Background: an optimization exercise with open tools, aiming at small area. Do not read the settings as production practice.
At most, simulation tests tie the RTL to the original design; equivalence was not proved.
Power and IR drop assume default switching activity.

main:
==> flow/design.v (excerpt) <==
module iobus(
	input clk_sys,
	input rst,
	input rxd,
	output txd,
	output zg,
	input zw,
	input rcl,
	output dpa,
	input rs,
	input rf,
	input rok,
	input rpe,
	input rqb,
	input rpn,
	input [0:3] rnb,
	input [0:15] rad,
	input [0:15] rdt,
	output dw,
	output dr,
	output din,
	output dok,
	output den,
	output dpe,
	output dpn,
	output [0:3] dnb,
	output [0:15] dad,
	output [0:15] ddt,
	input [0:15] w,
	input [0:3] rotary_pos,
	input [0:9] indicators,
	output [0:3] rotary_out,
	output rotary_trig,
	output [0:15] keys,
	output keys_trig,
	output [0:3] fn,
	output fn_v,
	output fn_trig
);
Size in the first run: roughly 570 cells after synthesis, ~220 flip-flops, ~150 I/O pins.
clock: 10.0 ns
lec_check: 0
cap_margin: 20
core_margin: 2
core_utilization: 40
slew_margin: 20
standard.sh (not shown) runs the stock make flow with config.mk's settings and CLKGATE_MAP_FILE= SYNTH_SCRIPT=/design/flow/synth_recipe.tcl, a recipe that flattens the netlist after the stock synthesis.
==> flow/flow/run.sh <==
#!/bin/bash
# The standard layout (standard.sh) with these changes:
# - synthesis is ORFS's, run through standard.sh and synth_recipe.tcl (so without the fsm
#   and share passes, then flattened and renamed as standard.sh does), but ABC maps the
#   combinational logic with an area-oriented script: each flow/abc_*.script is tried in
#   place of ORFS's abc_speed.script, and the one giving the smallest synthesized area is
#   kept (ORFS's own script is the fallback if none of them completes). These syntheses
#   also leave adders to ABC instead of mapping them to the platform's adder cells first
#   (ADDER_MAP_FILE empty). Flip-flops are mapped before either step, so the registers,
#   their names and cell types are those of the standard synthesis;
# - every input and output port still gets its own buffer, but a buf_1 instead of the
#   larger cell buffer_ports picks by default;
# - clock tree synthesis adds no dummy loads and uses the clustering given below.
# Each make run's full output goes to a log in this folder (synth_*.log for the trial
# syntheses, standard.log for the final run); ORFS keeps its per-step logs under orfs/logs.
set -uo pipefail
here=$(pwd)
stat="$here/orfs/reports/sky130hd/iobus/base/synth_stat.txt"
best=""
best_area=""
for f in "$here"/flow/abc_*.script; do
  name=$(basename "$f" .script)
  dir="$here/scripts_$name"
  rm -rf "$dir" "$here/orfs"
  cp -r "$FLOW_HOME/scripts" "$dir"
  cp "$f" "$dir/abc_speed.script"
  if bash standard.sh SCRIPTS_DIR="$dir" ADDER_MAP_FILE= synth > "$here/synth_$name.log" 2>&1 && [[ -f "$stat" ]]; then
    area=$(awk '/Chip area for/ {print $NF}' "$stat" | head -1)
    echo "$name: $area" >> "$here/synth_areas.log"
    if [[ -z "$best" ]] || awk -v a="$area" -v b="$best_area" 'BEGIN {exit !(a < b)}'; then
      best="$dir"
      best_area="$area"
    fi
  else
    echo "$name: failed" >> "$here/synth_areas.log"
  fi
done
rm -rf "$here/orfs"
args=()
if [[ -n "$best" ]]; then
  args+=(SCRIPTS_DIR="$best" ADDER_MAP_FILE=)
fi
echo "chosen: ${best:-ORFS default}" >> "$here/synth_areas.log"
set -e
bash standard.sh "${args[@]}" \
  BUFFER_PORTS_ARGS="-buffer_cell sky130_fd_sc_hd__buf_1" \
  CTS_ARGS="-sink_clustering_enable -repair_clock_nets -dont_use_dummy_load -sink_clustering_size 10 -sink_clustering_max_diameter 50 -buf_list sky130_fd_sc_hd__clkbuf_4" \
  finish > "$here/standard.log" 2>&1
Other scripts of this flow, unchanged in this note and not shown: flow/flow/abc_s10.script, flow/flow/abc_t3.script, flow/flow/abc_t4.script, flow/flow/abc_t5.script
The flow did not stop early for main: all stages ran, and the layout cleared the timing, design-rule and antenna checks.
Setup changes, main to the feature branch
diff --git a/flow/design.v b/flow/design.v
--- a/flow/design.v
+++ b/flow/design.v
@@ -309,26 +309,21 @@
 	end
 	wire trig_cl = lst[0];
 	localparam T_STOP = 4'd8;
 	localparam T_RDY  = 4'd9;
 	localparam T_IDLE = 4'd12;
 	localparam T_LOAD = 4'd13;
 	localparam T_SEND = 4'd14;
 	localparam T_START = 4'd15;
 	reg [3:0] tp;
 	reg [5:0] tdiv;
-	wire tdiv_end = (tdiv == L50);
-	always @ (posedge clk_sys) begin
-		if (tp == T_SEND) tdiv <= 6'd0;
-		else if (tdiv_end) tdiv <= {5'd0, tp == 4'd7};
-		else tdiv <= {tdiv[4:0], ~(tdiv[5] ^ tdiv[4])};
-	end
+	wire [5:0] tdiv_nx = {tdiv[4:0], ~(tdiv[5] ^ tdiv[4])};
 	reg [2:0] idx;
 	reg [15:0] sw;
 	reg [9:0] sind;
 	reg [3:0] srot;
 	wire [2:0] targ = ena_bus ? bcmd[2:0] : {1'b0, ena_cp, ena_cp};
 	reg [2:0] nidx;
 	reg nlast;
 	always @ (*) begin
 		nidx = 3'd0;
 		nlast = 1'b0;
@@ -352,33 +347,37 @@
 					tp <= T_LOAD;
 				end
 				T_LOAD: begin
 					sw <= w;
 					sind <= indicators;
 					srot <= rotary_pos;
 					idx <= 3'd0;
 					tp <= T_SEND;
 				end
 				T_SEND: begin
+					tdiv <= 6'd0;
 					tp <= T_START;
 				end
 				T_RDY: begin
 					if (nlast) begin
 						ena <= 2'b00;
 						tp <= T_IDLE;
 					end else begin
 						idx <= nidx;
 						tp <= T_SEND;
 					end
 				end
 				default: begin		 
-					if (tdiv_end) tp <= tp + 1'b1;
+					if (tdiv == L50) begin
+						tdiv <= {5'd0, tp == 4'd7};
+						tp <= tp + 1'b1;
+					end else tdiv <= tdiv_nx;
 				end
 			endcase
 		end
 	end
 	wire [3:0] wsel = {~idx[0], tp[2:0]};
 	wire [15:0] s3 = {sind, 2'b00, srot};
 	wire b2, b3, c2, c3;
 	tx_sel16 SEL_B2(.d(ba2), .s(wsel), .y(b2));
 	tx_sel16 SEL_B3(.d(ba3), .s(wsel), .y(b3));
 	tx_sel16 SEL_C2(.d(sw), .s(wsel), .y(c2));
==> comparison <==
- Slew of the pin with the lowest slew margin (the feature branch over main): decrease, 0.048 ns
- Taking main as the reference, in the feature branch width of the die went up; cell area went up; time the final worst path needs with I/O delays and setup went up; initial antenna violation count went up.
- NOTE placed instance area main->the feature branch increased slightly
- The feature branch: combined global-route utilization of all metal layers lower than main
- Looking only at synthesized cell count, and setting everything else aside, the lower value of the feature branch and main goes to main.
- Per the comparison of the feature branch with main, final critical-path setup slack fell 0.015 ns, global placement routability congestion increased by about 2% relative to the old numbers, logic gate share of total power fell by 2.0 points, fill cell total of the finished layout has increased.
- Count of multi-input combinational gates came out higher on the feature branch than on main.
Only the layout flow was run in the feature branch; the RTL was not checked for function there.

* * *

before:
iobus, a different RTL version from the one above (not shown whole).
Size in the first run: ~750 cells after synthesis, roughly 220 flip-flops, about 9400 sq um of cells after synthesis.
Settings: LEC_CHECK=0, CAP_MARGIN=20, CORE_MARGIN=2, CORE_UTILIZATION=40, SLEW_MARGIN=20; clock period 10.0 ns.
==> flow/flow/run.sh <==
#!/bin/bash
# The standard layout (the standard.sh, standard synthesis unchanged), with two changes:
# - every input and output port still gets its own buffer, but a buf_1 instead of the
#   larger cell buffer_ports picks by default;
# - clock tree synthesis clusters the registers under clkbuf_16 buffers and adds no
#   dummy loads.
# make's full output goes to standard.log in this folder; ORFS keeps its per-step logs
# under orfs/logs.
set -euo pipefail
bash standard.sh \
  BUFFER_PORTS_ARGS="-buffer_cell sky130_fd_sc_hd__buf_1" \
  CTS_ARGS="-sink_clustering_enable -repair_clock_nets -dont_use_dummy_load -sink_clustering_size 30 -sink_clustering_max_diameter 80 -buf_list sky130_fd_sc_hd__clkbuf_16" \
  finish > standard.log 2>&1
Modified inputs, after compared to before
diff --git a/flow/design.v b/flow/design.v
--- a/flow/design.v
+++ b/flow/design.v
@@ -38,57 +38,56 @@
 	output fn_trig
 );
 	localparam [5:0] L25 = 6'b100001;
 	localparam [5:0] L49 = 6'b001001;
 	localparam [5:0] L50 = 6'b010011;
 	reg [1:0] rxs;
 	reg [5:0] rdiv;
 	wire [5:0] rdiv_nx = {rdiv[4:0], ~(rdiv[5] ^ rdiv[4])};
-	reg [3:0] rcnt;		 
+	reg [8:0] rsr;		 
 	reg rx_rdy;
-	wire rx_smp = (rxs == 2'd2) & (rdiv == L49);
-	wire rx_bit = rx_smp & ~rcnt[3];
 	always @ (posedge clk_sys) begin
 		if (rst) begin
 			rxs <= 2'd0;
 			rx_rdy <= 1'b0;
 		end else begin
 			rx_rdy <= 1'b0;
 			case (rxs)
 				2'd0: begin
+					rsr <= 9'h100;
 					if (!rxd) begin
 						rdiv <= 6'd0;
 						rxs <= 2'd1;
 					end
 				end
 				2'd1: begin
 					if (rxd) rxs <= 2'd0;
 					else if (rdiv != L25) rdiv <= rdiv_nx;
 					else begin
 						rdiv <= 6'd0;
-						rcnt <= 4'd0;
 						rxs <= 2'd2;
 					end
 				end
 				2'd2: begin
 					if (rdiv != L49) rdiv <= rdiv_nx;
 					else begin
 						rdiv <= 6'd0;
-						rcnt <= rcnt + 1'b1;
-						if (rcnt[3]) rxs <= 2'd3;
+						if (rsr[0]) rxs <= 2'd3;
+						else rsr <= {rxd, rsr[8:1]};
 					end
 				end
 				2'd3: begin
 					rxs <= 2'd0;
 					rx_rdy <= rxd;
 				end
 			endcase
 		end
 	end
+	wire [7:0] rbyte = rsr[8:1] & {8{~rst}};
 	localparam M_IDLE = 3'd0;
 	localparam M_ARG  = 3'd1;
 	localparam M_A1   = 3'd2;
 	localparam M_A2H  = 3'd3;
 	localparam M_A2L  = 3'd4;
 	localparam M_A3H  = 3'd5;
 	localparam M_A3L  = 3'd6;
 	localparam M_DONE = 3'd7;
@@ -100,53 +99,50 @@
 	reg [15:0] ta3;
 	always @ (posedge clk_sys) begin
 		if (rst) begin
 			ms <= M_IDLE;
 			m_rdy <= 1'b0;
 		end else begin
 			m_rdy <= (ms == M_DONE);
 			case (ms)
-				M_IDLE: if (rx_rdy) ms <= M_ARG;
+				M_IDLE: if (rx_rdy) begin
+					tcmd <= rbyte;
+					ms <= M_ARG;
+				end
 				M_ARG: ms <= tcmd[2] ? M_A1 : tcmd[1] ? M_A2H : tcmd[0] ? M_A3H : M_DONE;
-				M_A1: if (rx_rdy) ms <= tcmd[1] ? M_A2H : tcmd[0] ? M_A3H : M_DONE;
+				M_A1: if (rx_rdy) begin
+					ta1 <= rbyte[4:0];
+					ms <= tcmd[1] ? M_A2H : tcmd[0] ? M_A3H : M_DONE;
+				end
 				M_A2H: if (rx_rdy) begin
 					ms <= M_A2L;
 				end
 				M_A2L: if (rx_rdy) begin
 					ms <= tcmd[0] ? M_A3H : M_DONE;
 				end
 				M_A3H: if (rx_rdy) begin
 					ms <= M_A3L;
 				end
 				M_A3L: if (rx_rdy) begin
 					ms <= M_DONE;
 				end
 				M_DONE: ms <= M_IDLE;
 			endcase
 		end
 	end
-	wire sh_cmd = rx_bit & (ms == M_IDLE);
-	wire sh_a1  = rx_bit & (ms == M_A1) & (rcnt < 4'd5);
-	wire sh_a2h = rx_bit & (ms == M_A2H);
-	wire sh_a2l = rx_bit & (ms == M_A2L);
-	wire sh_a3h = rx_bit & (ms == M_A3H);
-	wire sh_a3l = rx_bit & (ms == M_A3L);
+	wire rx_a2h = rst | (rx_rdy & (ms == M_A2H));
+	wire rx_a2l = rst | (rx_rdy & (ms == M_A2L));
+	wire rx_a3h = rst | (rx_rdy & (ms == M_A3H));
+	wire rx_a3l = rst | (rx_rdy & (ms == M_A3L));
 	always @ (posedge clk_sys) begin
-		if (sh_cmd) tcmd <= {rxd, tcmd[7:1]};
-		if (sh_a1) ta1 <= {rxd, ta1[4:1]};
-		if (rst) begin
-			ta2 <= 16'd0;
-			ta3 <= 16'd0;
-		end else begin
-			if (sh_a2h) ta2[15:8] <= {rxd, ta2[15:9]};
-			if (sh_a2l) ta2[7:0] <= {rxd, ta2[7:1]};
-			if (sh_a3h) ta3[15:8] <= {rxd, ta3[15:9]};
-			if (sh_a3l) ta3[7:0] <= {rxd, ta3[7:1]};
-		end
+		if (rx_a2h) ta2[15:8] <= rbyte;
+		if (rx_a2l) ta2[7:0] <= rbyte;
+		if (rx_a3h) ta3[15:8] <= rbyte;
+		if (rx_a3l) ta3[7:0] <= rbyte;
 	end
 	wire c_r   = (tcmd == 8'h9e);
 	wire c_w   = (tcmd == 8'h97);
 	wire c_in  = (tcmd == 8'hb5);
 	wire c_pa  = (tcmd == 8'h80);
 	wire c_pe  = (tcmd[7:1] == 7'b0001100);
 	wire c_ok  = (tcmd[7:1] == 7'b0001000) | c_pe;
 	wire c_en  = (tcmd == 8'h08);
==> run summary <==
- The higher standard cell core area came out of after.
- Comparing after and before, the lower relative slew slack is on before.
- Between after and before, it is after whose post-synthesis cell area is higher, by about 2%.
- before -> after: count of flip-flops and latches increased by a few percent
- Area growth from synthesis to layout was higher in before than in after.
- NOTE: worst setup slack in after exceeds that of before
For before, only the layout was checked, not whether the RTL still works.

## re-timing with driven ports
Ports are ideal in the flow. The routed layouts listed here were re-timed in OpenROAD.
Step 1 (the two cells are an assumption about what drives the block):
set clk [get_ports {clk_sys}]
set_driving_cell -lib_cell sky130_fd_sc_hd__clkbuf_16 $clk
set_driving_cell -lib_cell sky130_fd_sc_hd__buf_2 [delete_from_list [all_inputs] $clk]
Step 2 moves the port delays by t, midway between the first and last clock arrival at a register: inputs arrive t later, outputs are due t later. That takes back most of the time a late clock gives input paths.
Three values: ideal, step 1, step 2; two values: the first two.
run | t (ns) | setup WS [ns] | latest minus earliest clock arrival (ns) | slew at the worst register clock pin (ns)
main | 0.677 | 4.458 / 4.438 / 4.438 | 0.071 / 0.071 | 0.11 / 0.11
the feature branch | 0.657 | 4.443 / 4.420 / 4.420 | 0.039 / 0.039 | 0.11 / 0.11
before | 0.512 | 4.254 / 4.230 / 4.230 | 0.039 / 0.039 | 0.09 / 0.09
after | 0.495 | 4.446 / 4.422 / 4.422 | 0.093 / 0.093 | 0.11 / 0.11
After both steps every run listed still meets setup and hold.
